What follows belongs to an exercise in optimizing a design on an open flow for small area and a short achievable clock period; a production flow would make more cautious choices.
The RTL was checked by simulation tests, not by an equivalence proof against the original design.
No activity file was given, so power comes from the tool's default toggle rates.

File: design/flow/flow/run.sh
#!/bin/bash
# Layout flow: the standard flow (standard synthesis unchanged), with
#  - a setup margin for the resizer's timing repair,
#  - plain buffers (instead of the default delay-cell buffers) on the ports,
#  - a clock tree of mid-size clock buffers over larger sink clusters,
#    without dummy loads.
# Each tool's full output goes to the ORFS logs under orfs/logs; make's own
# output goes to standard.log.
set -euo pipefail
MARGIN=${MARGIN:-7}
bash standard.sh \
  SETUP_SLACK_MARGIN=$MARGIN \
  "BUFFER_PORTS_ARGS=-buffer_cell sky130_fd_sc_hd__buf_2" \
  "CTS_ARGS=-sink_clustering_enable -repair_clock_nets -dont_use_dummy_load -buf_list sky130_fd_sc_hd__clkbuf_8 -sink_clustering_size 16 -sink_clustering_max_diameter 50" \
  finish > standard.log 2>&1
File: design/flow/standard.sh
#!/bin/bash
# synth_recipe.tcl (not shown) runs the flow's synth.tcl, then flattens the netlist and writes it again
# the make line also repeats each setting of config.mk as NAME=value (left out here)
make -C /OpenROAD-flow-scripts/flow DESIGN_CONFIG=/design/flow/config.mk WORK_HOME=/design/flow/orfs CLKGATE_MAP_FILE= SYNTH_SCRIPT=/design/flow/synth_recipe.tcl "${@:-finish}"
File: design/flow/config.mk
export PLATFORM = sky130hd
export DESIGN_NAME = ip_stride
export DESIGN_NICKNAME = ip_stride
export VERILOG_FILES = /design/flow/design.v
export SDC_FILE = /design/flow/constraint.sdc
export NUM_CORES = 4
export LEC_CHECK = 0
export CAP_MARGIN = 20
export CORE_MARGIN = 2
export CORE_UTILIZATION = 40
export SETUP_SLACK_MARGIN = 5
export SLEW_MARGIN = 20
export SYNTH_HIERARCHICAL = 1
File: design/flow/constraint.sdc
create_clock -name core_clock -period 20.0 [get_ports {clk}]
set_input_delay 4.0000 -clock core_clock [delete_from_list [all_inputs] [get_ports {clk}]]
set_output_delay 4.0000 -clock core_clock [all_outputs]
set_load 0.01 [all_outputs]
File: design/flow/design.v
module ip_stride #(parameter IP_TRACKER_COUNT = 8)
(
	input   logic 			clk,
	input   logic 			rst,
	input   logic   [63:0]  addr_i,
	input 	logic 	[63:0]	ip_i,
	output 	logic 	[63:0]	pref_addr1_o,
	output 	logic 	        pref_valid1_o,
	output 	logic 	[63:0]	pref_addr2_o,
	output 	logic 	        pref_valid2_o,
	output 	logic 	[63:0]	pref_addr3_o,
	output 	logic 	        pref_valid3_o
);
localparam N = IP_TRACKER_COUNT;
localparam CW = 58;
logic [63:0]   ip       [N];
logic [CW-1:0] last_cla [N];
logic [CW-1:0] pred     [N];
logic [N-1:0]  vld;
logic [N-1:0]  lru;
logic          pref_valid1, pref_valid2, pref_valid3;
logic [CW-1:0] cla;
assign cla = addr_i[63:6];
logic          ip_zero;
logic [N-1:0]  ne, vmatch, match, sel, victim, wsel;
logic          hit;
logic ip_nz;
ips_nz64 u_zero (.a(ip_i), .nz(ip_nz));
assign ip_zero = ~ip_nz;
genvar gi;
generate
	for (gi = 0; gi < N; gi++) begin : g_cmp
		ips_ne64 u_ne (.a(ip[gi]), .b(ip_i), .ne(ne[gi]));
	end
endgenerate
logic nohit;
ips_match #(.N(N)) u_match (.ne(ne), .nvld(~vld), .ipz(ip_zero), .vmatch(vmatch), .match(match), .nohit(nohit));
assign hit = ~nohit;
always_comb begin
	sel = '0;
	for (int i = 0; i < N; i++) begin
		sel[i] = match[i];
		for (int j = i + 1; j < N; j++)
			if (match[j]) sel[i] = 1'b0;
	end
end
always_comb begin
	victim = '0;
	for (int i = 0; i < N; i++) begin
		victim[i] = ~lru[i];
		for (int j = 0; j < i; j++)
			if (~lru[j]) victim[i] = 1'b0;
	end
end
logic [N*CW-1:0] lc_flat, pr_flat;
always_comb begin
	for (int i = 0; i < N; i++) begin
		lc_flat[i*CW +: CW] = last_cla[i];
		pr_flat[i*CW +: CW] = pred[i];
	end
end
logic [CW-1:0] lsel, nlsel, rd_pred;
logic [CW-1:0] rd_cla;
ips_sel8 #(.W(CW)) u_lsel (.sel(vmatch), .d(lc_flat), .q(rd_cla));
generate
	for (gi = 0; gi < CW; gi++) begin : g_nl
		ips_aoi21 u (.a1(nohit), .a2(cla[gi]), .b1(rd_cla[gi]), .y(nlsel[gi]));
	end
endgenerate
assign lsel = ~nlsel;
ips_sel8 #(.W(CW)) u_psel (.sel(vmatch), .d(pr_flat), .q(rd_pred));
logic [CW-1:0] p1, p2, p3;
ips_pref #(.W(CW)) u_pref (.c(cla), .nl(nlsel), .p1(p1), .p2(p2), .p3(p3));
assign pref_addr1_o = {p1, 6'b000000};
assign pref_addr2_o = {p2, 6'b000000};
assign pref_addr3_o = {p3, 6'b000000};
assign pref_valid1_o = pref_valid1;
assign pref_valid2_o = pref_valid2;
assign pref_valid3_o = pref_valid3;
logic stride_nz, we, stride_match;
assign stride_nz    = (cla != lsel);
assign we           = ~hit | stride_nz;
assign wsel         = hit ? sel : victim;
assign stride_match = (cla == rd_pred);
logic [N-1:0] lru_set, lru_nxt;
assign lru_set = lru | wsel;
assign lru_nxt = (&lru_set) ? wsel : lru_set;
localparam TW = 64 + 2*CW;
logic [N-1:0] wen, nwen;
logic [TW-1:0] tr_q [N];
logic [TW-1:0] tr_d [N];
assign wen  = {N{we}} & wsel;
assign nwen = ~wen;
generate
	for (gi = 0; gi < N; gi++) begin : g_hold
		assign tr_q[gi] = {ip[gi], last_cla[gi], pred[gi]};
		ips_hold #(.W(TW)) u_hold (.en(wen[gi]), .nen(nwen[gi]), .d({ip_i, cla, p1}), .q(tr_q[gi]), .y(tr_d[gi]));
	end
endgenerate
always_ff @(posedge clk) begin
	for (int i = 0; i < N; i++)
		{ip[i], last_cla[i], pred[i]} <= tr_d[i];
end
always_ff @(posedge clk) begin
	if (rst) begin
		vld         <= '0;
		lru         <= '0;
		pref_valid1 <= 1'b0;
		pref_valid2 <= 1'b0;
		pref_valid3 <= 1'b0;
	end else if (we) begin
		vld <= vld | wsel;
		lru <= lru_nxt;
		if (hit) begin
			pref_valid1 <= stride_match & (p1[CW-1:6] == cla[CW-1:6]);
			pref_valid2 <= stride_match & (p2[CW-1:6] == cla[CW-1:6]);
			pref_valid3 <= stride_match & (p3[CW-1:6] == cla[CW-1:6]);
		end
	end
end
endmodule  
module ips_aoi21 (input logic a1, input logic a2, input logic b1, output logic y);
assign y = ~((a1 & a2) | b1);
endmodule
module ips_sel8 #(parameter W = 58)
(
	input  logic [7:0]     sel,
	input  logic [8*W-1:0] d,
	output logic [W-1:0]   q
);
always_comb begin
	q = '0;
	for (int i = 0; i < 8; i++)
		q = q | ({W{sel[i]}} & d[i*W +: W]);
end
endmodule
module ips_hold #(parameter W = 180)
(
	input  logic         en,
	input  logic         nen,
	input  logic [W-1:0] d,
	input  logic [W-1:0] q,
	output logic [W-1:0] y
);
assign y = ({W{en}} & d) | ({W{nen}} & q);
endmodule
module ips_match #(parameter N = 8)
(
	input  logic [N-1:0] ne,
	input  logic [N-1:0] nvld,
	input  logic         ipz,
	output logic [N-1:0] vmatch,
	output logic [N-1:0] match,
	output logic         nohit
);
assign vmatch = ~(ne | nvld);
assign match  = vmatch | (nvld & {N{ipz}});
assign nohit  = ~(|vmatch) & ~(ipz & (|nvld));
endmodule
module ips_xor2 (input logic a, input logic b, output logic y);
assign y = a ^ b;
endmodule
module ips_xnor2 (input logic a, input logic b, output logic y);
assign y = ~(a ^ b);
endmodule
module ips_and2 (input logic a, input logic b, output logic y);
assign y = a & b;
endmodule
module ips_nor2 (input logic a, input logic b, output logic y);
assign y = ~(a | b);
endmodule
module ips_nand2 (input logic a, input logic b, output logic y);
assign y = ~(a & b);
endmodule
module ips_ao21 (input logic g, input logic p, input logic x, output logic y);
assign y = g | (p & x);
endmodule
module ips_gp (input logic gh, input logic ph, input logic gl, input logic pl,
               output logic g, output logic p);
assign g = gh | (ph & gl);
assign p = ph & pl;
endmodule
module ips_pg (input logic a, input logic b, output logic p, output logic g);
assign p = a ^ b;
assign g = a & b;
endmodule
module ips_ne64
(
	input  logic [63:0] a,
	input  logic [63:0] b,
	output logic        ne
);
logic [63:0] d;
logic [31:0] e1;
logic [15:0] n2;
logic [7:0]  e3;
logic [3:0]  n4;
logic [1:0]  e5;
genvar i;
generate
	for (i = 0; i < 64; i++) begin : g_d
		ips_xor2 u (.a(a[i]), .b(b[i]), .y(d[i]));
	end
	for (i = 0; i < 32; i++) begin : g_e1
		ips_nor2 u (.a(d[2*i]), .b(d[2*i+1]), .y(e1[i]));
	end
	for (i = 0; i < 16; i++) begin : g_n2
		ips_nand2 u (.a(e1[2*i]), .b(e1[2*i+1]), .y(n2[i]));
	end
	for (i = 0; i < 8; i++) begin : g_e3
		ips_nor2 u (.a(n2[2*i]), .b(n2[2*i+1]), .y(e3[i]));
	end
	for (i = 0; i < 4; i++) begin : g_n4
		ips_nand2 u (.a(e3[2*i]), .b(e3[2*i+1]), .y(n4[i]));
	end
	for (i = 0; i < 2; i++) begin : g_e5
		ips_nor2 u (.a(n4[2*i]), .b(n4[2*i+1]), .y(e5[i]));
	end
endgenerate
ips_nand2 u_top (.a(e5[0]), .b(e5[1]), .y(ne));
endmodule
module ips_nz64
(
	input  logic [63:0] a,
	output logic        nz
);
logic [31:0] e1;
logic [15:0] n2;
logic [7:0]  e3;
logic [3:0]  n4;
logic [1:0]  e5;
genvar i;
generate
	for (i = 0; i < 32; i++) begin : g_e1
		ips_nor2 u (.a(a[2*i]), .b(a[2*i+1]), .y(e1[i]));
	end
	for (i = 0; i < 16; i++) begin : g_n2
		ips_nand2 u (.a(e1[2*i]), .b(e1[2*i+1]), .y(n2[i]));
	end
	for (i = 0; i < 8; i++) begin : g_e3
		ips_nor2 u (.a(n2[2*i]), .b(n2[2*i+1]), .y(e3[i]));
	end
	for (i = 0; i < 4; i++) begin : g_n4
		ips_nand2 u (.a(e3[2*i]), .b(e3[2*i+1]), .y(n4[i]));
	end
	for (i = 0; i < 2; i++) begin : g_e5
		ips_nor2 u (.a(n4[2*i]), .b(n4[2*i+1]), .y(e5[i]));
	end
endgenerate
ips_nand2 u_top (.a(e5[0]), .b(e5[1]), .y(nz));
endmodule
module ips_pref #(parameter W = 58)
(
	input  logic [W-1:0] c,
	input  logic [W-1:0] nl,
	output logic [W-1:0] p1,
	output logic [W-1:0] p2,
	output logic [W-1:0] p3
);
logic [W-1:0] nl2, c2, c4;
assign nl2 = {nl[W-2:0], 1'b1};
assign c2  = {c[W-2:0], 1'b0};
assign c4  = {c[W-3:0], 2'b00};
logic [W-1:0] t2, g2, s2, k2v;
logic [W-1:0] u3, h3, s3, k3v;
genvar i;
generate
	for (i = 0; i < W; i++) begin : g_csa
		ips_pg   u_t2 (.a(c[i]), .b(c2[i]), .p(t2[i]), .g(g2[i]));
		ips_xor2 u_s2 (.a(t2[i]), .b(nl2[i]), .y(s2[i]));
		ips_ao21 u_k2 (.g(g2[i]), .p(t2[i]), .x(nl2[i]), .y(k2v[i]));
		ips_pg   u_u3 (.a(nl[i]), .b(nl2[i]), .p(u3[i]), .g(h3[i]));
		ips_xor2 u_s3 (.a(u3[i]), .b(c4[i]), .y(s3[i]));
		ips_ao21 u_k3 (.g(h3[i]), .p(u3[i]), .x(c4[i]), .y(k3v[i]));
	end
endgenerate
logic [W-1:0] k2, k3;
assign k2 = {k2v[W-2:0], 1'b0};
assign k3 = {k3v[W-2:0], 1'b1};
ips_add u_add1 (.a(c2), .b(nl), .cin(1'b1), .s(p1));
ips_add u_add2 (.a(s2), .b(k2), .cin(1'b1), .s(p2));
ips_add u_add3 (.a(s3), .b(k3), .cin(1'b1), .s(p3));
endmodule
module ips_add
(
	input  logic [57:0] a,
	input  logic [57:0] b,
	input  logic        cin,
	output logic [57:0] s
);
logic [57:0] hp, hg;
genvar i;
generate
	for (i = 0; i < 58; i++) begin : g_pg
		ips_pg u (.a(a[i]), .b(b[i]), .p(hp[i]), .g(hg[i]));
	end
endgenerate
logic g0;
ips_ao21 u_g0 (.g(hg[0]), .p(hp[0]), .x(cin), .y(g0));
logic g1_1, g1_3, p1_3, g1_5, p1_5, g1_7, p1_7, g1_9, p1_9, g1_11, p1_11, g1_13, p1_13, g1_15, p1_15, g1_17, p1_17, g1_19, p1_19, g1_21, p1_21, g1_23, p1_23, g1_25, p1_25, g1_27, p1_27, g1_29, p1_29, g1_31, p1_31, g1_33, p1_33, g1_35, p1_35, g1_37, p1_37, g1_39, p1_39, g1_41, p1_41, g1_43, p1_43, g1_45, p1_45, g1_47, p1_47, g1_49, p1_49, g1_51, p1_51, g1_53, p1_53, g1_55, p1_55, g1_57, p1_57, g2_2, g2_3, g2_6, p2_6, g2_7, p2_7, g2_10, p2_10, g2_11, p2_11, g2_14, p2_14, g2_15, p2_15, g2_18, p2_18, g2_19, p2_19, g2_22, p2_22, g2_23, p2_23, g2_26, p2_26, g2_27, p2_27, g2_30, p2_30, g2_31, p2_31, g2_34, p2_34, g2_35, p2_35, g2_38, p2_38, g2_39, p2_39, g2_42, p2_42, g2_43, p2_43, g2_46, p2_46, g2_47, p2_47, g2_50, p2_50, g2_51, p2_51, g2_54, p2_54, g2_55, p2_55, g3_4, g3_5, g3_6, g3_7, g3_12, p3_12, g3_13, p3_13, g3_14, p3_14, g3_15, p3_15, g3_20, p3_20, g3_21, p3_21, g3_22, p3_22, g3_23, p3_23, g3_28, p3_28, g3_29, p3_29, g3_30, p3_30, g3_31, p3_31, g3_36, p3_36, g3_37, p3_37, g3_38, p3_38, g3_39, p3_39, g3_44, p3_44, g3_45, p3_45, g3_46, p3_46, g3_47, p3_47, g3_52, p3_52, g3_53, p3_53, g3_54, p3_54, g3_55, p3_55, g4_8, g4_9, g4_10, g4_11, g4_12, g4_13, g4_14, g4_15, g4_24, p4_24, g4_25, p4_25, g4_26, p4_26, g4_27, p4_27, g4_28, p4_28, g4_29, p4_29, g4_30, p4_30, g4_31, p4_31, g4_40, p4_40, g4_41, p4_41, g4_42, p4_42, g4_43, p4_43, g4_44, p4_44, g4_45, p4_45, g4_46, p4_46, g4_47, p4_47, g4_56, p4_56, g4_57, p4_57, g5_16, g5_17, g5_18, g5_19, g5_20, g5_21, g5_22, g5_23, g5_24, g5_25, g5_26, g5_27, g5_28, g5_29, g5_30, g5_31, g5_48, p5_48, g5_49, p5_49, g5_50, p5_50, g5_51, p5_51, g5_52, p5_52, g5_53, p5_53, g5_54, p5_54, g5_55, p5_55, g5_56, p5_56, g5_57, p5_57, g6_32, g6_33, g6_34, g6_35, g6_36, g6_37, g6_38, g6_39, g6_40, g6_41, g6_42, g6_43, g6_44, g6_45, g6_46, g6_47, g6_48, g6_49, g6_50, g6_51, g6_52, g6_53, g6_54, g6_55, g6_56, g6_57;
ips_nd00g u_n1_1 (.gh(hg[1]), .ph(hp[1]), .gl(g0), .y(g1_1));
ips_nd00f u_n1_3 (.gh(hg[3]), .ph(hp[3]), .gl(hg[2]), .pl(hp[2]), .yg(g1_3), .yp(p1_3));
ips_nd00f u_n1_5 (.gh(hg[5]), .ph(hp[5]), .gl(hg[4]), .pl(hp[4]), .yg(g1_5), .yp(p1_5));
ips_nd00f u_n1_7 (.gh(hg[7]), .ph(hp[7]), .gl(hg[6]), .pl(hp[6]), .yg(g1_7), .yp(p1_7));
ips_nd00f u_n1_9 (.gh(hg[9]), .ph(hp[9]), .gl(hg[8]), .pl(hp[8]), .yg(g1_9), .yp(p1_9));
ips_nd00f u_n1_11 (.gh(hg[11]), .ph(hp[11]), .gl(hg[10]), .pl(hp[10]), .yg(g1_11), .yp(p1_11));
ips_nd00f u_n1_13 (.gh(hg[13]), .ph(hp[13]), .gl(hg[12]), .pl(hp[12]), .yg(g1_13), .yp(p1_13));
ips_nd00f u_n1_15 (.gh(hg[15]), .ph(hp[15]), .gl(hg[14]), .pl(hp[14]), .yg(g1_15), .yp(p1_15));
ips_nd00f u_n1_17 (.gh(hg[17]), .ph(hp[17]), .gl(hg[16]), .pl(hp[16]), .yg(g1_17), .yp(p1_17));
ips_nd00f u_n1_19 (.gh(hg[19]), .ph(hp[19]), .gl(hg[18]), .pl(hp[18]), .yg(g1_19), .yp(p1_19));
ips_nd00f u_n1_21 (.gh(hg[21]), .ph(hp[21]), .gl(hg[20]), .pl(hp[20]), .yg(g1_21), .yp(p1_21));
ips_nd00f u_n1_23 (.gh(hg[23]), .ph(hp[23]), .gl(hg[22]), .pl(hp[22]), .yg(g1_23), .yp(p1_23));
ips_nd00f u_n1_25 (.gh(hg[25]), .ph(hp[25]), .gl(hg[24]), .pl(hp[24]), .yg(g1_25), .yp(p1_25));
ips_nd00f u_n1_27 (.gh(hg[27]), .ph(hp[27]), .gl(hg[26]), .pl(hp[26]), .yg(g1_27), .yp(p1_27));
ips_nd00f u_n1_29 (.gh(hg[29]), .ph(hp[29]), .gl(hg[28]), .pl(hp[28]), .yg(g1_29), .yp(p1_29));
ips_nd00f u_n1_31 (.gh(hg[31]), .ph(hp[31]), .gl(hg[30]), .pl(hp[30]), .yg(g1_31), .yp(p1_31));
ips_nd00f u_n1_33 (.gh(hg[33]), .ph(hp[33]), .gl(hg[32]), .pl(hp[32]), .yg(g1_33), .yp(p1_33));
ips_nd00f u_n1_35 (.gh(hg[35]), .ph(hp[35]), .gl(hg[34]), .pl(hp[34]), .yg(g1_35), .yp(p1_35));
ips_nd00f u_n1_37 (.gh(hg[37]), .ph(hp[37]), .gl(hg[36]), .pl(hp[36]), .yg(g1_37), .yp(p1_37));
ips_nd00f u_n1_39 (.gh(hg[39]), .ph(hp[39]), .gl(hg[38]), .pl(hp[38]), .yg(g1_39), .yp(p1_39));
ips_nd00f u_n1_41 (.gh(hg[41]), .ph(hp[41]), .gl(hg[40]), .pl(hp[40]), .yg(g1_41), .yp(p1_41));
ips_nd00f u_n1_43 (.gh(hg[43]), .ph(hp[43]), .gl(hg[42]), .pl(hp[42]), .yg(g1_43), .yp(p1_43));
ips_nd00f u_n1_45 (.gh(hg[45]), .ph(hp[45]), .gl(hg[44]), .pl(hp[44]), .yg(g1_45), .yp(p1_45));
ips_nd00f u_n1_47 (.gh(hg[47]), .ph(hp[47]), .gl(hg[46]), .pl(hp[46]), .yg(g1_47), .yp(p1_47));
ips_nd00f u_n1_49 (.gh(hg[49]), .ph(hp[49]), .gl(hg[48]), .pl(hp[48]), .yg(g1_49), .yp(p1_49));
ips_nd00f u_n1_51 (.gh(hg[51]), .ph(hp[51]), .gl(hg[50]), .pl(hp[50]), .yg(g1_51), .yp(p1_51));
ips_nd00f u_n1_53 (.gh(hg[53]), .ph(hp[53]), .gl(hg[52]), .pl(hp[52]), .yg(g1_53), .yp(p1_53));
ips_nd00f u_n1_55 (.gh(hg[55]), .ph(hp[55]), .gl(hg[54]), .pl(hp[54]), .yg(g1_55), .yp(p1_55));
ips_nd00f u_n1_57 (.gh(hg[57]), .ph(hp[57]), .gl(hg[56]), .pl(hp[56]), .yg(g1_57), .yp(p1_57));
ips_nd01g u_n2_2 (.gh(hg[2]), .ph(hp[2]), .gl(g1_1), .y(g2_2));
ips_nd11g u_n2_3 (.gh(g1_3), .ph(p1_3), .gl(g1_1), .y(g2_3));
ips_nd01f u_n2_6 (.gh(hg[6]), .ph(hp[6]), .gl(g1_5), .pl(p1_5), .yg(g2_6), .yp(p2_6));
ips_nd11f u_n2_7 (.gh(g1_7), .ph(p1_7), .gl(g1_5), .pl(p1_5), .yg(g2_7), .yp(p2_7));
ips_nd01f u_n2_10 (.gh(hg[10]), .ph(hp[10]), .gl(g1_9), .pl(p1_9), .yg(g2_10), .yp(p2_10));
ips_nd11f u_n2_11 (.gh(g1_11), .ph(p1_11), .gl(g1_9), .pl(p1_9), .yg(g2_11), .yp(p2_11));
ips_nd01f u_n2_14 (.gh(hg[14]), .ph(hp[14]), .gl(g1_13), .pl(p1_13), .yg(g2_14), .yp(p2_14));
ips_nd11f u_n2_15 (.gh(g1_15), .ph(p1_15), .gl(g1_13), .pl(p1_13), .yg(g2_15), .yp(p2_15));
ips_nd01f u_n2_18 (.gh(hg[18]), .ph(hp[18]), .gl(g1_17), .pl(p1_17), .yg(g2_18), .yp(p2_18));
ips_nd11f u_n2_19 (.gh(g1_19), .ph(p1_19), .gl(g1_17), .pl(p1_17), .yg(g2_19), .yp(p2_19));
ips_nd01f u_n2_22 (.gh(hg[22]), .ph(hp[22]), .gl(g1_21), .pl(p1_21), .yg(g2_22), .yp(p2_22));
ips_nd11f u_n2_23 (.gh(g1_23), .ph(p1_23), .gl(g1_21), .pl(p1_21), .yg(g2_23), .yp(p2_23));
ips_nd01f u_n2_26 (.gh(hg[26]), .ph(hp[26]), .gl(g1_25), .pl(p1_25), .yg(g2_26), .yp(p2_26));
ips_nd11f u_n2_27 (.gh(g1_27), .ph(p1_27), .gl(g1_25), .pl(p1_25), .yg(g2_27), .yp(p2_27));
ips_nd01f u_n2_30 (.gh(hg[30]), .ph(hp[30]), .gl(g1_29), .pl(p1_29), .yg(g2_30), .yp(p2_30));
ips_nd11f u_n2_31 (.gh(g1_31), .ph(p1_31), .gl(g1_29), .pl(p1_29), .yg(g2_31), .yp(p2_31));
ips_nd01f u_n2_34 (.gh(hg[34]), .ph(hp[34]), .gl(g1_33), .pl(p1_33), .yg(g2_34), .yp(p2_34));
ips_nd11f u_n2_35 (.gh(g1_35), .ph(p1_35), .gl(g1_33), .pl(p1_33), .yg(g2_35), .yp(p2_35));
ips_nd01f u_n2_38 (.gh(hg[38]), .ph(hp[38]), .gl(g1_37), .pl(p1_37), .yg(g2_38), .yp(p2_38));
ips_nd11f u_n2_39 (.gh(g1_39), .ph(p1_39), .gl(g1_37), .pl(p1_37), .yg(g2_39), .yp(p2_39));
ips_nd01f u_n2_42 (.gh(hg[42]), .ph(hp[42]), .gl(g1_41), .pl(p1_41), .yg(g2_42), .yp(p2_42));
ips_nd11f u_n2_43 (.gh(g1_43), .ph(p1_43), .gl(g1_41), .pl(p1_41), .yg(g2_43), .yp(p2_43));
ips_nd01f u_n2_46 (.gh(hg[46]), .ph(hp[46]), .gl(g1_45), .pl(p1_45), .yg(g2_46), .yp(p2_46));
ips_nd11f u_n2_47 (.gh(g1_47), .ph(p1_47), .gl(g1_45), .pl(p1_45), .yg(g2_47), .yp(p2_47));
ips_nd01f u_n2_50 (.gh(hg[50]), .ph(hp[50]), .gl(g1_49), .pl(p1_49), .yg(g2_50), .yp(p2_50));
ips_nd11f u_n2_51 (.gh(g1_51), .ph(p1_51), .gl(g1_49), .pl(p1_49), .yg(g2_51), .yp(p2_51));
ips_nd01f u_n2_54 (.gh(hg[54]), .ph(hp[54]), .gl(g1_53), .pl(p1_53), .yg(g2_54), .yp(p2_54));
ips_nd11f u_n2_55 (.gh(g1_55), .ph(p1_55), .gl(g1_53), .pl(p1_53), .yg(g2_55), .yp(p2_55));
ips_nd00g u_n3_4 (.gh(hg[4]), .ph(hp[4]), .gl(g2_3), .y(g3_4));
ips_nd10g u_n3_5 (.gh(g1_5), .ph(p1_5), .gl(g2_3), .y(g3_5));
ips_nd10g u_n3_6 (.gh(g2_6), .ph(p2_6), .gl(g2_3), .y(g3_6));
ips_nd00g u_n3_7 (.gh(g2_7), .ph(p2_7), .gl(g2_3), .y(g3_7));
ips_nd00f u_n3_12 (.gh(hg[12]), .ph(hp[12]), .gl(g2_11), .pl(p2_11), .yg(g3_12), .yp(p3_12));
ips_nd10f u_n3_13 (.gh(g1_13), .ph(p1_13), .gl(g2_11), .pl(p2_11), .yg(g3_13), .yp(p3_13));
ips_nd10f u_n3_14 (.gh(g2_14), .ph(p2_14), .gl(g2_11), .pl(p2_11), .yg(g3_14), .yp(p3_14));
ips_nd00f u_n3_15 (.gh(g2_15), .ph(p2_15), .gl(g2_11), .pl(p2_11), .yg(g3_15), .yp(p3_15));
ips_nd00f u_n3_20 (.gh(hg[20]), .ph(hp[20]), .gl(g2_19), .pl(p2_19), .yg(g3_20), .yp(p3_20));
ips_nd10f u_n3_21 (.gh(g1_21), .ph(p1_21), .gl(g2_19), .pl(p2_19), .yg(g3_21), .yp(p3_21));
ips_nd10f u_n3_22 (.gh(g2_22), .ph(p2_22), .gl(g2_19), .pl(p2_19), .yg(g3_22), .yp(p3_22));
ips_nd00f u_n3_23 (.gh(g2_23), .ph(p2_23), .gl(g2_19), .pl(p2_19), .yg(g3_23), .yp(p3_23));
ips_nd00f u_n3_28 (.gh(hg[28]), .ph(hp[28]), .gl(g2_27), .pl(p2_27), .yg(g3_28), .yp(p3_28));
ips_nd10f u_n3_29 (.gh(g1_29), .ph(p1_29), .gl(g2_27), .pl(p2_27), .yg(g3_29), .yp(p3_29));
ips_nd10f u_n3_30 (.gh(g2_30), .ph(p2_30), .gl(g2_27), .pl(p2_27), .yg(g3_30), .yp(p3_30));
ips_nd00f u_n3_31 (.gh(g2_31), .ph(p2_31), .gl(g2_27), .pl(p2_27), .yg(g3_31), .yp(p3_31));
ips_nd00f u_n3_36 (.gh(hg[36]), .ph(hp[36]), .gl(g2_35), .pl(p2_35), .yg(g3_36), .yp(p3_36));
ips_nd10f u_n3_37 (.gh(g1_37), .ph(p1_37), .gl(g2_35), .pl(p2_35), .yg(g3_37), .yp(p3_37));
ips_nd10f u_n3_38 (.gh(g2_38), .ph(p2_38), .gl(g2_35), .pl(p2_35), .yg(g3_38), .yp(p3_38));
ips_nd00f u_n3_39 (.gh(g2_39), .ph(p2_39), .gl(g2_35), .pl(p2_35), .yg(g3_39), .yp(p3_39));
ips_nd00f u_n3_44 (.gh(hg[44]), .ph(hp[44]), .gl(g2_43), .pl(p2_43), .yg(g3_44), .yp(p3_44));
ips_nd10f u_n3_45 (.gh(g1_45), .ph(p1_45), .gl(g2_43), .pl(p2_43), .yg(g3_45), .yp(p3_45));
ips_nd10f u_n3_46 (.gh(g2_46), .ph(p2_46), .gl(g2_43), .pl(p2_43), .yg(g3_46), .yp(p3_46));
ips_nd00f u_n3_47 (.gh(g2_47), .ph(p2_47), .gl(g2_43), .pl(p2_43), .yg(g3_47), .yp(p3_47));
ips_nd00f u_n3_52 (.gh(hg[52]), .ph(hp[52]), .gl(g2_51), .pl(p2_51), .yg(g3_52), .yp(p3_52));
ips_nd10f u_n3_53 (.gh(g1_53), .ph(p1_53), .gl(g2_51), .pl(p2_51), .yg(g3_53), .yp(p3_53));
ips_nd10f u_n3_54 (.gh(g2_54), .ph(p2_54), .gl(g2_51), .pl(p2_51), .yg(g3_54), .yp(p3_54));
ips_nd00f u_n3_55 (.gh(g2_55), .ph(p2_55), .gl(g2_51), .pl(p2_51), .yg(g3_55), .yp(p3_55));
ips_nd01g u_n4_8 (.gh(hg[8]), .ph(hp[8]), .gl(g3_7), .y(g4_8));
ips_nd11g u_n4_9 (.gh(g1_9), .ph(p1_9), .gl(g3_7), .y(g4_9));
ips_nd11g u_n4_10 (.gh(g2_10), .ph(p2_10), .gl(g3_7), .y(g4_10));
ips_nd01g u_n4_11 (.gh(g2_11), .ph(p2_11), .gl(g3_7), .y(g4_11));
ips_nd11g u_n4_12 (.gh(g3_12), .ph(p3_12), .gl(g3_7), .y(g4_12));
ips_nd01g u_n4_13 (.gh(g3_13), .ph(p3_13), .gl(g3_7), .y(g4_13));
ips_nd01g u_n4_14 (.gh(g3_14), .ph(p3_14), .gl(g3_7), .y(g4_14));
ips_nd11g u_n4_15 (.gh(g3_15), .ph(p3_15), .gl(g3_7), .y(g4_15));
ips_nd01f u_n4_24 (.gh(hg[24]), .ph(hp[24]), .gl(g3_23), .pl(p3_23), .yg(g4_24), .yp(p4_24));
ips_nd11f u_n4_25 (.gh(g1_25), .ph(p1_25), .gl(g3_23), .pl(p3_23), .yg(g4_25), .yp(p4_25));
ips_nd11f u_n4_26 (.gh(g2_26), .ph(p2_26), .gl(g3_23), .pl(p3_23), .yg(g4_26), .yp(p4_26));
ips_nd01f u_n4_27 (.gh(g2_27), .ph(p2_27), .gl(g3_23), .pl(p3_23), .yg(g4_27), .yp(p4_27));
ips_nd11f u_n4_28 (.gh(g3_28), .ph(p3_28), .gl(g3_23), .pl(p3_23), .yg(g4_28), .yp(p4_28));
ips_nd01f u_n4_29 (.gh(g3_29), .ph(p3_29), .gl(g3_23), .pl(p3_23), .yg(g4_29), .yp(p4_29));
ips_nd01f u_n4_30 (.gh(g3_30), .ph(p3_30), .gl(g3_23), .pl(p3_23), .yg(g4_30), .yp(p4_30));
ips_nd11f u_n4_31 (.gh(g3_31), .ph(p3_31), .gl(g3_23), .pl(p3_23), .yg(g4_31), .yp(p4_31));
ips_nd01f u_n4_40 (.gh(hg[40]), .ph(hp[40]), .gl(g3_39), .pl(p3_39), .yg(g4_40), .yp(p4_40));
ips_nd11f u_n4_41 (.gh(g1_41), .ph(p1_41), .gl(g3_39), .pl(p3_39), .yg(g4_41), .yp(p4_41));
ips_nd11f u_n4_42 (.gh(g2_42), .ph(p2_42), .gl(g3_39), .pl(p3_39), .yg(g4_42), .yp(p4_42));
ips_nd01f u_n4_43 (.gh(g2_43), .ph(p2_43), .gl(g3_39), .pl(p3_39), .yg(g4_43), .yp(p4_43));
ips_nd11f u_n4_44 (.gh(g3_44), .ph(p3_44), .gl(g3_39), .pl(p3_39), .yg(g4_44), .yp(p4_44));
ips_nd01f u_n4_45 (.gh(g3_45), .ph(p3_45), .gl(g3_39), .pl(p3_39), .yg(g4_45), .yp(p4_45));
ips_nd01f u_n4_46 (.gh(g3_46), .ph(p3_46), .gl(g3_39), .pl(p3_39), .yg(g4_46), .yp(p4_46));
ips_nd11f u_n4_47 (.gh(g3_47), .ph(p3_47), .gl(g3_39), .pl(p3_39), .yg(g4_47), .yp(p4_47));
ips_nd01f u_n4_56 (.gh(hg[56]), .ph(hp[56]), .gl(g3_55), .pl(p3_55), .yg(g4_56), .yp(p4_56));
ips_nd11f u_n4_57 (.gh(g1_57), .ph(p1_57), .gl(g3_55), .pl(p3_55), .yg(g4_57), .yp(p4_57));
ips_nd00g u_n5_16 (.gh(hg[16]), .ph(hp[16]), .gl(g4_15), .y(g5_16));
ips_nd10g u_n5_17 (.gh(g1_17), .ph(p1_17), .gl(g4_15), .y(g5_17));
ips_nd10g u_n5_18 (.gh(g2_18), .ph(p2_18), .gl(g4_15), .y(g5_18));
ips_nd00g u_n5_19 (.gh(g2_19), .ph(p2_19), .gl(g4_15), .y(g5_19));
ips_nd10g u_n5_20 (.gh(g3_20), .ph(p3_20), .gl(g4_15), .y(g5_20));
ips_nd00g u_n5_21 (.gh(g3_21), .ph(p3_21), .gl(g4_15), .y(g5_21));
ips_nd00g u_n5_22 (.gh(g3_22), .ph(p3_22), .gl(g4_15), .y(g5_22));
ips_nd10g u_n5_23 (.gh(g3_23), .ph(p3_23), .gl(g4_15), .y(g5_23));
ips_nd10g u_n5_24 (.gh(g4_24), .ph(p4_24), .gl(g4_15), .y(g5_24));
ips_nd00g u_n5_25 (.gh(g4_25), .ph(p4_25), .gl(g4_15), .y(g5_25));
ips_nd00g u_n5_26 (.gh(g4_26), .ph(p4_26), .gl(g4_15), .y(g5_26));
ips_nd10g u_n5_27 (.gh(g4_27), .ph(p4_27), .gl(g4_15), .y(g5_27));
ips_nd00g u_n5_28 (.gh(g4_28), .ph(p4_28), .gl(g4_15), .y(g5_28));
ips_nd10g u_n5_29 (.gh(g4_29), .ph(p4_29), .gl(g4_15), .y(g5_29));
ips_nd10g u_n5_30 (.gh(g4_30), .ph(p4_30), .gl(g4_15), .y(g5_30));
ips_nd00g u_n5_31 (.gh(g4_31), .ph(p4_31), .gl(g4_15), .y(g5_31));
ips_nd00f u_n5_48 (.gh(hg[48]), .ph(hp[48]), .gl(g4_47), .pl(p4_47), .yg(g5_48), .yp(p5_48));
ips_nd10f u_n5_49 (.gh(g1_49), .ph(p1_49), .gl(g4_47), .pl(p4_47), .yg(g5_49), .yp(p5_49));
ips_nd10f u_n5_50 (.gh(g2_50), .ph(p2_50), .gl(g4_47), .pl(p4_47), .yg(g5_50), .yp(p5_50));
ips_nd00f u_n5_51 (.gh(g2_51), .ph(p2_51), .gl(g4_47), .pl(p4_47), .yg(g5_51), .yp(p5_51));
ips_nd10f u_n5_52 (.gh(g3_52), .ph(p3_52), .gl(g4_47), .pl(p4_47), .yg(g5_52), .yp(p5_52));
ips_nd00f u_n5_53 (.gh(g3_53), .ph(p3_53), .gl(g4_47), .pl(p4_47), .yg(g5_53), .yp(p5_53));
ips_nd00f u_n5_54 (.gh(g3_54), .ph(p3_54), .gl(g4_47), .pl(p4_47), .yg(g5_54), .yp(p5_54));
ips_nd10f u_n5_55 (.gh(g3_55), .ph(p3_55), .gl(g4_47), .pl(p4_47), .yg(g5_55), .yp(p5_55));
ips_nd10f u_n5_56 (.gh(g4_56), .ph(p4_56), .gl(g4_47), .pl(p4_47), .yg(g5_56), .yp(p5_56));
ips_nd00f u_n5_57 (.gh(g4_57), .ph(p4_57), .gl(g4_47), .pl(p4_47), .yg(g5_57), .yp(p5_57));
ips_nd01g u_n6_32 (.gh(hg[32]), .ph(hp[32]), .gl(g5_31), .y(g6_32));
ips_nd11g u_n6_33 (.gh(g1_33), .ph(p1_33), .gl(g5_31), .y(g6_33));
ips_nd11g u_n6_34 (.gh(g2_34), .ph(p2_34), .gl(g5_31), .y(g6_34));
ips_nd01g u_n6_35 (.gh(g2_35), .ph(p2_35), .gl(g5_31), .y(g6_35));
ips_nd11g u_n6_36 (.gh(g3_36), .ph(p3_36), .gl(g5_31), .y(g6_36));
ips_nd01g u_n6_37 (.gh(g3_37), .ph(p3_37), .gl(g5_31), .y(g6_37));
ips_nd01g u_n6_38 (.gh(g3_38), .ph(p3_38), .gl(g5_31), .y(g6_38));
ips_nd11g u_n6_39 (.gh(g3_39), .ph(p3_39), .gl(g5_31), .y(g6_39));
ips_nd11g u_n6_40 (.gh(g4_40), .ph(p4_40), .gl(g5_31), .y(g6_40));
ips_nd01g u_n6_41 (.gh(g4_41), .ph(p4_41), .gl(g5_31), .y(g6_41));
ips_nd01g u_n6_42 (.gh(g4_42), .ph(p4_42), .gl(g5_31), .y(g6_42));
ips_nd11g u_n6_43 (.gh(g4_43), .ph(p4_43), .gl(g5_31), .y(g6_43));
ips_nd01g u_n6_44 (.gh(g4_44), .ph(p4_44), .gl(g5_31), .y(g6_44));
ips_nd11g u_n6_45 (.gh(g4_45), .ph(p4_45), .gl(g5_31), .y(g6_45));
ips_nd11g u_n6_46 (.gh(g4_46), .ph(p4_46), .gl(g5_31), .y(g6_46));
ips_nd01g u_n6_47 (.gh(g4_47), .ph(p4_47), .gl(g5_31), .y(g6_47));
ips_nd11g u_n6_48 (.gh(g5_48), .ph(p5_48), .gl(g5_31), .y(g6_48));
ips_nd01g u_n6_49 (.gh(g5_49), .ph(p5_49), .gl(g5_31), .y(g6_49));
ips_nd01g u_n6_50 (.gh(g5_50), .ph(p5_50), .gl(g5_31), .y(g6_50));
ips_nd11g u_n6_51 (.gh(g5_51), .ph(p5_51), .gl(g5_31), .y(g6_51));
ips_nd01g u_n6_52 (.gh(g5_52), .ph(p5_52), .gl(g5_31), .y(g6_52));
ips_nd11g u_n6_53 (.gh(g5_53), .ph(p5_53), .gl(g5_31), .y(g6_53));
ips_nd11g u_n6_54 (.gh(g5_54), .ph(p5_54), .gl(g5_31), .y(g6_54));
ips_nd01g u_n6_55 (.gh(g5_55), .ph(p5_55), .gl(g5_31), .y(g6_55));
ips_nd01g u_n6_56 (.gh(g5_56), .ph(p5_56), .gl(g5_31), .y(g6_56));
ips_nd11g u_n6_57 (.gh(g5_57), .ph(p5_57), .gl(g5_31), .y(g6_57));
ips_xor2 u_s0 (.a(hp[0]), .b(cin), .y(s[0]));
ips_xor2 u_s1 (.a(hp[1]), .b(g0), .y(s[1]));
ips_xnor2 u_s2 (.a(hp[2]), .b(g1_1), .y(s[2]));
ips_xnor2 u_s3 (.a(hp[3]), .b(g2_2), .y(s[3]));
ips_xor2 u_s4 (.a(hp[4]), .b(g2_3), .y(s[4]));
ips_xnor2 u_s5 (.a(hp[5]), .b(g3_4), .y(s[5]));
ips_xor2 u_s6 (.a(hp[6]), .b(g3_5), .y(s[6]));
ips_xor2 u_s7 (.a(hp[7]), .b(g3_6), .y(s[7]));
ips_xnor2 u_s8 (.a(hp[8]), .b(g3_7), .y(s[8]));
ips_xnor2 u_s9 (.a(hp[9]), .b(g4_8), .y(s[9]));
ips_xor2 u_s10 (.a(hp[10]), .b(g4_9), .y(s[10]));
ips_xor2 u_s11 (.a(hp[11]), .b(g4_10), .y(s[11]));
ips_xnor2 u_s12 (.a(hp[12]), .b(g4_11), .y(s[12]));
ips_xor2 u_s13 (.a(hp[13]), .b(g4_12), .y(s[13]));
ips_xnor2 u_s14 (.a(hp[14]), .b(g4_13), .y(s[14]));
ips_xnor2 u_s15 (.a(hp[15]), .b(g4_14), .y(s[15]));
ips_xor2 u_s16 (.a(hp[16]), .b(g4_15), .y(s[16]));
ips_xnor2 u_s17 (.a(hp[17]), .b(g5_16), .y(s[17]));
ips_xor2 u_s18 (.a(hp[18]), .b(g5_17), .y(s[18]));
ips_xor2 u_s19 (.a(hp[19]), .b(g5_18), .y(s[19]));
ips_xnor2 u_s20 (.a(hp[20]), .b(g5_19), .y(s[20]));
ips_xor2 u_s21 (.a(hp[21]), .b(g5_20), .y(s[21]));
ips_xnor2 u_s22 (.a(hp[22]), .b(g5_21), .y(s[22]));
ips_xnor2 u_s23 (.a(hp[23]), .b(g5_22), .y(s[23]));
ips_xor2 u_s24 (.a(hp[24]), .b(g5_23), .y(s[24]));
ips_xor2 u_s25 (.a(hp[25]), .b(g5_24), .y(s[25]));
ips_xnor2 u_s26 (.a(hp[26]), .b(g5_25), .y(s[26]));
ips_xnor2 u_s27 (.a(hp[27]), .b(g5_26), .y(s[27]));
ips_xor2 u_s28 (.a(hp[28]), .b(g5_27), .y(s[28]));
ips_xnor2 u_s29 (.a(hp[29]), .b(g5_28), .y(s[29]));
ips_xor2 u_s30 (.a(hp[30]), .b(g5_29), .y(s[30]));
ips_xor2 u_s31 (.a(hp[31]), .b(g5_30), .y(s[31]));
ips_xnor2 u_s32 (.a(hp[32]), .b(g5_31), .y(s[32]));
ips_xnor2 u_s33 (.a(hp[33]), .b(g6_32), .y(s[33]));
ips_xor2 u_s34 (.a(hp[34]), .b(g6_33), .y(s[34]));
ips_xor2 u_s35 (.a(hp[35]), .b(g6_34), .y(s[35]));
ips_xnor2 u_s36 (.a(hp[36]), .b(g6_35), .y(s[36]));
ips_xor2 u_s37 (.a(hp[37]), .b(g6_36), .y(s[37]));
ips_xnor2 u_s38 (.a(hp[38]), .b(g6_37), .y(s[38]));
ips_xnor2 u_s39 (.a(hp[39]), .b(g6_38), .y(s[39]));
ips_xor2 u_s40 (.a(hp[40]), .b(g6_39), .y(s[40]));
ips_xor2 u_s41 (.a(hp[41]), .b(g6_40), .y(s[41]));
ips_xnor2 u_s42 (.a(hp[42]), .b(g6_41), .y(s[42]));
ips_xnor2 u_s43 (.a(hp[43]), .b(g6_42), .y(s[43]));
ips_xor2 u_s44 (.a(hp[44]), .b(g6_43), .y(s[44]));
ips_xnor2 u_s45 (.a(hp[45]), .b(g6_44), .y(s[45]));
ips_xor2 u_s46 (.a(hp[46]), .b(g6_45), .y(s[46]));
ips_xor2 u_s47 (.a(hp[47]), .b(g6_46), .y(s[47]));
ips_xnor2 u_s48 (.a(hp[48]), .b(g6_47), .y(s[48]));
ips_xor2 u_s49 (.a(hp[49]), .b(g6_48), .y(s[49]));
ips_xnor2 u_s50 (.a(hp[50]), .b(g6_49), .y(s[50]));
ips_xnor2 u_s51 (.a(hp[51]), .b(g6_50), .y(s[51]));
ips_xor2 u_s52 (.a(hp[52]), .b(g6_51), .y(s[52]));
ips_xnor2 u_s53 (.a(hp[53]), .b(g6_52), .y(s[53]));
ips_xor2 u_s54 (.a(hp[54]), .b(g6_53), .y(s[54]));
ips_xor2 u_s55 (.a(hp[55]), .b(g6_54), .y(s[55]));
ips_xnor2 u_s56 (.a(hp[56]), .b(g6_55), .y(s[56]));
ips_xnor2 u_s57 (.a(hp[57]), .b(g6_56), .y(s[57]));
endmodule
module ips_nd00f (input logic gh, input logic ph, input logic gl, input logic pl,
                  output logic yg, output logic yp);
assign yg = ~(gh | (ph & gl));
assign yp = ~(ph & pl);
endmodule
module ips_nd00g (input logic gh, input logic ph, input logic gl, output logic y);
assign y = ~(gh | (ph & gl));
endmodule
module ips_nd01f (input logic gh, input logic ph, input logic gl, input logic pl,
                  output logic yg, output logic yp);
assign yg = ~(gh | (ph & ~gl));
assign yp = ~(ph & ~pl);
endmodule
module ips_nd01g (input logic gh, input logic ph, input logic gl, output logic y);
assign y = ~(gh | (ph & ~gl));
endmodule
module ips_nd10f (input logic gh, input logic ph, input logic gl, input logic pl,
                  output logic yg, output logic yp);
assign yg = (~gh | (~ph & gl));
assign yp = (~ph & pl);
endmodule
module ips_nd10g (input logic gh, input logic ph, input logic gl, output logic y);
assign y = (~gh | (~ph & gl));
endmodule
module ips_nd11f (input logic gh, input logic ph, input logic gl, input logic pl,
                  output logic yg, output logic yp);
assign yg = (~gh | (~ph & ~gl));
assign yp = (~ph & ~pl);
endmodule
module ips_nd11g (input logic gh, input logic ph, input logic gl, output logic y);
assign y = (~gh | (~ph & ~gl));
endmodule
==> results of run 1 <==
[cells in the mapped netlist (30+ instances only)]
cell | count | area (sq um)
sky130_fd_sc_hd__a21o_1 | 125 | 938
sky130_fd_sc_hd__a21oi_2 | 340 | 2980
sky130_fd_sc_hd__a22o_1 | 1440 | 12600
sky130_fd_sc_hd__a22oi_1 | 465 | 3490
sky130_fd_sc_hd__buf_2 | 324 | 1620
sky130_fd_sc_hd__buf_6 | 129 | 1450
sky130_fd_sc_hd__dfxtp_1 | 1459 | 29200
sky130_fd_sc_hd__ha_1 | 290 | 3630
sky130_fd_sc_hd__inv_1 | 227 | 852
sky130_fd_sc_hd__nand2_1 | 331 | 1240
sky130_fd_sc_hd__nand2b_1 | 66 | 413
sky130_fd_sc_hd__nand4_1 | 166 | 1040
sky130_fd_sc_hd__nor2_1 | 450 | 1690
sky130_fd_sc_hd__nor2b_1 | 51 | 319
sky130_fd_sc_hd__nor4_1 | 43 | 269
sky130_fd_sc_hd__o21ai_1 | 165 | 826
sky130_fd_sc_hd__o21ai_2 | 30 | 263
sky130_fd_sc_hd__xnor2_1 | 182 | 1590
sky130_fd_sc_hd__xor2_1 | 892 | 7810
[final cells by class]
type	instances	area, sq um	area share, %
multi-input cells	5143	43500	50.9
flip-flops and latches	1459	29200	34.1
repair buffers	680	6930	8.10
well taps	2370	2970	3.47
clock buffers	144	1980	2.32
inverters	227	920	1.07
diodes	15	37.5	0.0439
[registers in the layout, indices dropped and copies added (netlist names)]
name	cells
lru	8
ip	512
pref_valid2	1
vld	8
last_cla	464
pref_valid1	1
pred	464
pref_valid3	1
[timing repair]
item,CTS,global route
setup buffers,141,128
gates resized for setup,504,227
pin swaps,118,116
cloned,30,7
endpoints found under the setup margin,164,118
[path summary, 6_finish.rpt]
path	end	start	cells past startpoint
min	last_cla[1][51]	last_cla[1][51]	1
max reg2reg	pref_valid2	ip[1][62]	32
min reg2reg	last_cla[1][51]	last_cla[1][51]	1
max	pref_addr3_o[39]	ip_i[31]	28
[cell families after synthesis]
group,share of synthesized area [%]
simple gates,7.06
fa+ha+maj,4.97
compound gates,29.3
mux,0.0137
flops,40.0
buf+inv,5.72
xor+xnor,12.9
other cells,0.0154
[placed cells by master, fill, tap and decap left out, types with 22 or more instances in the layout]
| cell | count |
|---|---|
| sky130_fd_sc_hd__conb_1 | 35 |
| sky130_fd_sc_hd__xnor2_1 | 103 |
| sky130_fd_sc_hd__nor2_2 | 33 |
| sky130_fd_sc_hd__nor2_4 | 31 |
| sky130_fd_sc_hd__nor2_1 | 389 |
| sky130_fd_sc_hd__a22o_1 | 1440 |
| sky130_fd_sc_hd__a22oi_1 | 464 |
| sky130_fd_sc_hd__a21o_1 | 125 |
| sky130_fd_sc_hd__nand2_2 | 34 |
| sky130_fd_sc_hd__nand2_1 | 285 |
| sky130_fd_sc_hd__ha_4 | 29 |
| sky130_fd_sc_hd__o21ai_2 | 58 |
| sky130_fd_sc_hd__xor2_2 | 69 |
| sky130_fd_sc_hd__inv_1 | 215 |
| sky130_fd_sc_hd__clkbuf_8 | 146 |
| sky130_fd_sc_hd__buf_6 | 22 |
| sky130_fd_sc_hd__buf_4 | 279 |
| sky130_fd_sc_hd__nor4_1 | 42 |
| sky130_fd_sc_hd__a21oi_2 | 254 |
| sky130_fd_sc_hd__nor2b_1 | 51 |
| sky130_fd_sc_hd__o21ai_4 | 33 |
| sky130_fd_sc_hd__dfxtp_1 | 1459 |
| sky130_fd_sc_hd__o21ai_1 | 108 |
| sky130_fd_sc_hd__buf_2 | 221 |
| sky130_fd_sc_hd__a21oi_4 | 89 |
| sky130_fd_sc_hd__nand4_1 | 166 |
| sky130_fd_sc_hd__xor2_1 | 805 |
| sky130_fd_sc_hd__nand2b_1 | 66 |
| sky130_fd_sc_hd__xnor2_2 | 59 |
| sky130_fd_sc_hd__buf_12 | 82 |
| sky130_fd_sc_hd__buf_16 | 27 |
| sky130_fd_sc_hd__ha_1 | 241 |
[per-module statistics from Yosys (local to each module, per instance), a selection]
module | cell area (sq um) | cells inside | copies in the design | flip-flops and latches
ip_stride | 33200 | 1999 | 1 | 1459
ips_nd00g | 8.76 | 1 | 33 | 0
ips_nd00f | 12.5 | 2 | 129 | 0
ips_xnor2 | 8.76 | 1 | 87 | 0
ips_nd10g | 12.5 | 2 | 30 | 0
ips_nd01f | 18.8 | 3 | 66 | 0
ips_nd11g | 5.00 | 1 | 51 | 0
ips_nd01g | 12.5 | 2 | 54 | 0
[worst max-delay path, stage by stage]
cell and delay [ns]:
sky130_fd_sc_hd__buf_12 0.13, sky130_fd_sc_hd__xor2_1 0.16, sky130_fd_sc_hd__nor2_1 0.10, sky130_fd_sc_hd__nand2_1 0.06, sky130_fd_sc_hd__nor2_1 0.23, sky130_fd_sc_hd__nand2_1 0.14, sky130_fd_sc_hd__nor2_2 0.27, sky130_fd_sc_hd__nand2_2 0.17
sky130_fd_sc_hd__o22ai_2 0.23, sky130_fd_sc_hd__nor4_4 0.08, sky130_fd_sc_hd__buf_6 0.14, sky130_fd_sc_hd__buf_16 0.17, sky130_fd_sc_hd__buf_12 0.15, sky130_fd_sc_hd__buf_12 0.11, sky130_fd_sc_hd__a21oi_4 0.33, sky130_fd_sc_hd__ha_4 0.27
sky130_fd_sc_hd__xor2_1 0.15, sky130_fd_sc_hd__ha_1 0.41, sky130_fd_sc_hd__a21oi_4 0.24, sky130_fd_sc_hd__o21ai_4 0.11, sky130_fd_sc_hd__a21oi_4 0.24, sky130_fd_sc_hd__o21ai_4 0.10, sky130_fd_sc_hd__a21oi_4 0.19, sky130_fd_sc_hd__buf_12 0.18
sky130_fd_sc_hd__inv_1 0.06, sky130_fd_sc_hd__a21oi_2 0.18, sky130_fd_sc_hd__xnor2_2 0.18, sky130_fd_sc_hd__buf_2 0.19
[layer usage]
layer  global-route usage (%)  routed length [um]
met5                        0                  41
met1                     36.8              113000
met2                     43.6              123000
met3                     5.86               25100
met4                     18.0               20600
[power by group]
group | internal (W) | total (W) | switching, W
Sequential | 0.00349 | 0.00384 | 0.000345
Combinational | 0.00130 | 0.00313 | 0.00183
Clock | 0.000641 | 0.00164 | 0.00100
[stage by stage]
| step | hold WS [ns] | cell area (sq um) | total power, W |
|---|---|---|---|
| detailed placement | 0.453 | 76600 | 0.00662 |
| finish | 0.469 | 85600 | 0.00861 |
| global route | 0.474 | 85600 | 0.00897 |
| global placement | 0.452 | 76600 | 0.00655 |
| floorplan | 0.440 | 74600 | 0.00563 |
| CTS | 0.469 | 83100 | 0.00843 |
==> run notes, run 1 <==
- The number of setup violations in the final report is 0.
- The number of endpoints with negative hold slack in the final report came to 0.
- Using the TritonRoute via totals, the vias-per-cell ratio works out to 6.14.
- Counting flops and latches in the post-synthesis netlist gives 1459.
- The number of clock buffers inserted by TritonCTS is 144.
- For this design, the sink count on the clock tree is 1459.
- The count of nets left with antenna violations once routing finished came out at 0.
- In this run, post-CTS hold repair placed 0 buffers.
- STA classifies the critical path endpoint as a primary output.
- The clock network latency to the later pin of the worst-skew pair is 0.94 ns.
- Between clock sinks in the finished design, the worst skew comes to 0.107 ns.
- The number of remaining DRC errors is 0.
- The wire length of the first global-routing pass is 399000 um.
- The share of synthesized registers carrying an async set or reset is 0%.
- The post-DP HPWL is 164000 um.
- Setup repair after global routing could not meet its margin everywhere.
- The path category of the worst min-delay check is reg -> reg.
- For this run, the leading register cell type out of synthesis is sky130_fd_sc_hd__dfxtp_1.
- After the last flow step, the layout net total stands at 8075.
- Dividing total power by cell area gives a power density of 101 mW/mm^2.
- The total overflow left after global routing is 0.
- The reg-to-reg setup timing slack is 12.27 ns.
- Once placement completed, the tool counted placed cells totaling 9571.
- The TritonCTS clock tree is built.
- The synthesis-to-finish area growth is 17.2%.
- During I/O placement, the number of pins put on the boundary was 325.
- OpenSTA, run right after detailed placement, puts the worst setup slack at 5.01 ns.
- The synthesized area divided by synthesized cell count is 10.0 sq um.
- From bottom edge to top edge, the die measures 431 um.
- The core outline area is 0.181 sq mm.
- Yosys printed 17 warnings.
- The flow ran to the end and the layout has no timing, DRC or antenna violations.
- The clock input transition at the sequential cells of the worst setup and hold paths is 0.04 ns.
- The total via count in the routed design is 61627.
- The filler cells instantiated in the layout total 16695.
- The worst setup path is launched from an input pin.
- After routing, the total negative slack on setup checks comes to 0 ns.
- The slew at the pin with the worst max-slew slack is 1.23 ns.
- In the global route stage, overall resource usage came out at 28.6%.
- Once layout is complete, the cells apart from fillers number 10038.
- Setup slack closes at 6.98 ns.
- The worst-case headroom to the max-slew limit is 17.1%.
- At the worst endpoint, the arrival time is 9.02 ns.
- The share of synthesized area occupied by flip-flops and latches is 40.0%.
- In this run, the number of DRC markers left after iteration 0 of detailed routing was 7015.
- The max-capacitance violation count is 0.
- The count of flip-flops with a built-in enable after synthesis is 0.
- The number of global-route vias before repair came to 57851.
- The initial antenna violation count is 23.
- The row count is 156.
- Entering global routing, the biggest net connects 151 pins.
- In this run the static leakage power is 35.9 nW.
- The deepest clock path buffer count is 3.
- The start-to-end type of the worst setup path is in -> out.
- The fraction of layout instances using a drive strength above 1 is 21.0%.
- The final weighted congestion in routability-driven placement is 0.928.
- The average routed wire per standard cell is 28.1 um.
- The root buffer cell is sky130_fd_sc_hd__clkbuf_8.
- Summing every instance area after synthesis gives 0.0730 sq mm.
- For this run, the share of the core covered by cells in the final layout is 47.2%.
- The count of mapped cells out of synthesis is 7283.
- The count of input and output buffers is 300.
- The detailed-route wire length is 282000 um.
- At the worst endpoint, the required time is 16.00 ns.
- For the finished layout, the period the worst path requires is 13.02 ns.
- Dividing the final minimum period by the clock period gives 65.1%.
- The final count of pins violating max slew came to 0.
- The number of H-tree levels is 4.
- The maximum resistive drop on vdd is 0.0755 mV.
- Static timing analysis puts the maximum clock frequency at 0.0768 GHz.
- Synthesis instantiated 50 different standard cells from the library.
- The maximum fanout encountered on the critical timing path is 17.
- The width of the die is 431 um.
- The starting density of the core is 40.3%.
- The count of TritonRoute iterations in the first routing pass is 6.
- The floorplan step defined a die boundary enclosing 0.186 sq mm.
==> run 2: changes to the inputs <==
--- a/design/flow/config.mk
+++ b/design/flow/config.mk
@@ -7,7 +7,8 @@
 export LEC_CHECK = 0
 export CAP_MARGIN = 20
 export CORE_MARGIN = 2
-export CORE_UTILIZATION = 40
+export CORE_UTILIZATION = 50
+export PLACE_DENSITY = 0.75
 export SETUP_SLACK_MARGIN = 5
 export SLEW_MARGIN = 20
 export SYNTH_HIERARCHICAL = 1
==> run 2 against run 1 <==
  * Register-to-register slack worse by 1.4 ns
  * Maximum frequency is 0.45% lower
  * Die area is 20% lower
  * Synthesized cell count stayed put
  * Critical endpoint is now pref_addr1_o[48]
  * Design area is 0.24% higher
  * Worst hold slack better by 0.0043 ns
  * Total power hardly changed
  * Combinational power hardly changed
  * Clock skew is 0.024 ns higher
  * First-iteration DRC count is 22% higher
  * Global-route usage is 5.3 points higher
==> run notes, run 2 <==
- The most used flip-flop cell after synthesis is sky130_fd_sc_hd__dfxtp_1.
- The routed length on met2 is 116000 um (-5.4%).
- The detailed-route wire length is 273000 um (-3.2%).
- The count of flip-flops with a built-in enable after synthesis was 0 (unchanged).
- The cell taking the most area after synthesis is sky130_fd_sc_hd__dfxtp_1.
- After synthesis, the largest family of logic cells by area is compound AO/OA/AOI/OAI gates.
- The highest clock rate is 0.0764 GHz (-0.45%).
- The endpoint identified for the worst register-to-register timing path is pred[2][20].
- The clock network latency to the later pin of the worst-skew pair was 0.95 ns (about the same).
- The average routed wire per standard cell is 28.3 um (+0.96%).
- Ranked by total cell area, the synthesized netlist is headed by sky130_fd_sc_hd__dfxtp_1 (40%), sky130_fd_sc_hd__a22o_1 (17%), sky130_fd_sc_hd__xor2_1 (11%), sky130_fd_sc_hd__ha_1 (5.0%), sky130_fd_sc_hd__a22oi_1 (4.8%).
- The global-route usage over all layers is 33.9% (+5.3 points).
- The total via count in the routed design is 63921 (+3.7%).
- The synthesis-to-finish area growth is 17.5%.
- The cell depth of the worst flop-to-flop path came to 25 (-22%).
- The mean number of vias per cell was 6.64 (+8.1%).
- Setup repair after global routing could not meet its margin everywhere.
- The internal power consumption is 0.00545 W (+0.36%).
- The number of flip-flops and latches in the synthesized netlist is 1459 (unchanged).
- The worst path required time is 16.00 ns (about the same).
- The starting density of the core is 50.2% (+9.9 points).
- The total net switching power was 0.00315 W (-0.81%).
- The floorplan die height was 386 um (-10%).
- The run finished with no timing, DRC or antenna violations.
- The net total in the final layout is 8125 (+0.62%).
- The fraction of power spent switching nets came to 36.6% (-0.27 points).
- The count of input and output buffers is 300 (unchanged).
- The routed length on met1 is 101000 um (-10%).
- Grouping stages by cell kind, the critical path spends the most delay in buffers and inverters.
- The top-area cell type share of the netlist area came to 40.0% (unchanged).
- The starting DRC count in detailed routing came to 8556 (+22%).
- The launch point of the critical path is ip_i[30].
- Sorting the synthesized cells by how often they occur yields sky130_fd_sc_hd__dfxtp_1 (1459), sky130_fd_sc_hd__a22o_1 (1440), sky130_fd_sc_hd__xor2_1 (892).
- STA classifies the critical path endpoint as a primary output.
- The area share of and/or/nand/nor cells after synthesis is 7.06% (unchanged).
- The most critical setup path has its endpoint at pref_addr1_o[48].
- The clock input transition at the sequential cells of the worst setup and hold paths is 0.06 ns (+0.02 ns).
- The TritonCTS clock tree is built.
- The post-route setup TNS came to 0 ns (unchanged).
- The start-to-end type of the worst setup path is in -> out.
- The netlist area before placement is 0.0730 sq mm (unchanged).
- The arrival time reported for the critical path endpoint is 9.08 ns (+0.06 ns).
- The width of the die is 386 um (-10%).
- The initial antenna violation count is 17 (-26%).
- The most repeated cell in the gate-level netlist after synthesis is sky130_fd_sc_hd__dfxtp_1.
- The areal power density over the cells is 100 mW/mm^2 (-0.31%).
- The share of synthesized area occupied by flip-flops and latches is 40.0% (unchanged).
- The number of setup violations in the final report is 0 (unchanged).
- The post-DP HPWL is 152000 um (-7.4%).
- The number of buffer and inverter stages on the critical path came to 9 (+1).
- The share of synthesized registers carrying an async set or reset is 0% (unchanged).
- The number of flip-flops under the largest register name is 512 (unchanged).
- The worst hold path begins at last_cla[1][56].
- The number of clock buffers inserted by TritonCTS was 138 (-4.2%).
- The deepest clock path buffer count is 3 (unchanged).
- The Yosys warning count came to 17 (unchanged).
- The fraction of layout instances using a drive strength above 1 was 22.0% (+1.0 points).
- The arithmetic-cell share of the synthesized area counting full adders, half adders and majority gates was 4.97% (unchanged).
- The row count is 140 (-10%).
- The delay of the slowest cell on the worst path is 0.53 ns (+0.12 ns).
- The path length in cells of the critical path was 29 (+3.6%).
- The final count of pins violating max slew came to 0 (unchanged).
- The XOR/XNOR share of the synthesized area is 12.9% (unchanged).
- The worst hold slack after final layout came to 0.473 ns (+0.00428 ns).
- The final weighted congestion in routability-driven placement was 0.956 (+3.1%).
- The final cycle utilization of the critical path was 65.4% (+0.30 points).
- The total die area is 0.149 sq mm (-20%).
- The mux share of post-synthesis cell area is 0.0137% (unchanged).
- The part of the power in registers is 44.7% (about the same).
- The count of antenna-violating nets left after detailed routing is 0 (unchanged).
- The wire length of the first global-routing pass is 385000 um (-3.6%).
- In the layout the commonest cells are sky130_fd_sc_hd__dfxtp_1 (1459), sky130_fd_sc_hd__a22o_1 (1440), sky130_fd_sc_hd__xor2_1 (785).
- The top routing layer in use is met5.
- The part of the power in the clock network is 18.6% (-0.5 points).
- The shortest period the worst path allows is 13.08 ns (+0.0595 ns).
- The reg-to-reg setup timing slack is 10.87 ns (-1.40 ns).
- In this run the clock root is driven by a sky130_fd_sc_hd__clkbuf_8.
- The post-place instance area came to 0.0761 sq mm (-0.68%).
- The synthesized area divided by synthesized cell count is 10.0 sq um (unchanged).
- The leading cell type in the layout, fill and taps excluded is sky130_fd_sc_hd__dfxtp_1.
- The max-capacitance violation count is 0 (unchanged).
- The most numerous cell type found on the critical path is sky130_fd_sc_hd__a21oi_4.
- The synthesized-area fraction occupied by ao, oa, aoi and oai cells came to 29.3% (unchanged).
- The remaining global-route overflow is 0 (unchanged).
- The number of global-route vias before repair came to 60422 (+4.4%).
- The maximum number of pins on one net before global-route repair is 183 (+21%).
- The category of the worst setup path launch point is an input pin.
- The number of H-tree levels is 4 (unchanged).
- The clock tree skew after final layout came to 0.131 ns (+0.0242 ns).
- The number of unique standard cell types used by synthesis is 50 (unchanged).
- The total met3 wirelength after detailed routing is 34900 um (+39%).
- The maximum fanout encountered on the critical timing path came to 26 (+9).
- The number of remaining DRC errors is 0 (unchanged).
- The slew at the pin with the worst max-slew slack was 1.28 ns (+0.0432 ns).
- The count of mapped cells out of synthesis is 7283 (unchanged).
- The leakage power figure is 36.2 nW (+0.88%).
- The number of clock sinks is 1459 (unchanged).
- The core outline area is 0.145 sq mm (-20%).
- The number of ports placed on the die boundary is 325 (unchanged).
- The maximum resistive drop on vdd is 0.0848 mV (+12%).
- The area of all placed cells without fillers is 0.0858 sq mm (+0.24%).
- The number of endpoints with negative hold slack in the final report is 0 (unchanged).
- The share of total power in combinational logic came to 36.7% (+0.3 points).
- The slowest stage of the critical path is the sky130_fd_sc_hd__or4_4 cell.
- The worst-case headroom to the max-slew limit is 14.8% (-2.3 points).
- The count of TritonRoute iterations in the first routing pass is 7 (+1).
- The path class of the tightest hold or removal check is reg -> reg.
- The startpoint of the lowest-slack register-to-register path is ip[7][30].
==> run 2: cell counts after synthesis <==
Identical to the previous run, type by type.
==> run 2: cell families (layout without fill, tap and decap cells) <==
group,count (synthesis),after routing
AOI/OAI and AO/OA,2606,2609
and+or+nand+nor,1131,1132
muxes,1,1
xor gates and xnor gates,1074,1074
buffers and inverters,719,1103
DFF,1459,1459
adders and majority gates,290,290
other,3,44
==> run 2: final cells by class <==
| class | instances | area [sq um] |
|---|---|---|
| clock buffer | 138 | 1900 |
| inverter | 227 | 915 |
| fill | 11831 | 59600 |
| timing repair buffer | 738 | 7570 |
| sequential | 1459 | 29200 |
| antenna | 9 | 22.5 |
| multi-input combinational | 5141 | 43800 |
| tap | 1917 | 2400 |
==> run 2: per-layer routing <==
| metal | vias to the layer above | global-route usage (%) |
|---|---|---|
| li1 | 27348 | - |
| met1 | 31009 | 41.8 |
| met2 | 4405 | 51.3 |
| met3 | 1143 | 10.8 |
| met4 | 16 | 20.9 |
| met5 | - | 0 |
==> run 2: power by group through the flow <==
stage | Combinational [W] | Sequential [W] | Clock, W
finish | 0.00315 | 0.00385 | 0.00160
floorplan | 0.00183 | 0.00380 | 0
global placement | 0.00259 | 0.00386 | 0
CTS | 0.00294 | 0.00383 | 0.00160
detailed placement | 0.00266 | 0.00388 | 0
global route | 0.00330 | 0.00390 | 0.00171
==> run 2: stage by stage <==
stage / instances / utilization [%] / total power (W) / setup WS (ns)
finish: 9629 / 59.0 / 0.00860 / 6.92
global route: 9625 / 59.0 / 0.00891 / 6.82
CTS: 9470 / 57.1 / 0.00836 / 6.92
detailed placement: 9121 / 52.3 / 0.00654 / 4.52
global placement: 9121 / 52.3 / 0.00645 / 4.62
floorplan: 7315 / - / 0.00563 / 5.34
==> run 2: what timing repair did <==
action                     CTS  global route
gates resized for setup    522           235
pin swaps                  123           137
buffers inserted           186           128
setup endpoints to repair  165           131
gates cloned                25            22
hold buffers                 0             0
==> run 2: how the worst min path moves through the flow <==
stage,end,slack (ns),depth (start not counted)
5_1_grt,pred[1][34],0.48,1
3_5_place_dp,pred[1][17],0.45,1
2_1_floorplan,last_cla[0][56],0.44,1
4_1_cts,pred[4][4],0.47,1
3_3_place_gp,last_cla[7][36],0.45,1
6_report,last_cla[1][56],0.47,1
==> run 2: Yosys stat by module, one instance, submodules excluded, a selection <==
module     cells inside  copies in the design
ips_ao21              1                   117
ips_nd00g             1                    33
ips_nand2             1                   189
ips_nor2              1                   378
ips_aoi21             1                    58
ips_xnor2             1                    87
ips_xor2              1                   715
ips_nd10g             2                    30
ip_stride          1999                     1
ips_pg                1                   290
ips_nd10f             3                    51
ips_nd11g             1                    51
ips_nd01f             3                    66
ips_nd01g             2                    54
ips_nd00f             2                   129
ips_nd11f             2                    63

what the ideal ports hide:
In the flow no input, the clock included, has a driving cell. The finished layouts below were timed again as built, in two steps. Step 1 assumes that a clkbuf_16 drives the clock port and a buf_2 every other input. Step 2 adds t to the input delays and takes it off the output delays; t is the mean of the earliest and latest rising clock arrival at the registers after step 1. Input paths then give back, and output paths get back, about the clock's delay inside the block. Three values: no drivers, after step 1, after step 2; two values: the first two.
| run | t (ns) | slack for setup (ns) | worst register clock-pin slew, ns | worst slew at a driven data input, ns | pins driven straight from the clock port |
|---|---|---|---|---|---|
| run 1 | 0.982 | 6.979 / 6.864 / 6.864 | 0.11 / 0.11 | 0.23 | 1 |
| run 2 | 0.986 | 6.919 / 6.806 / 6.806 | 0.11 / 0.11 | 0.22 | 1 |
After both steps setup and hold are still met in every run listed. For run 1, which loses most, drivers alone change the setup slack by -0.115 ns; drivers and shift together by -0.115 ns.
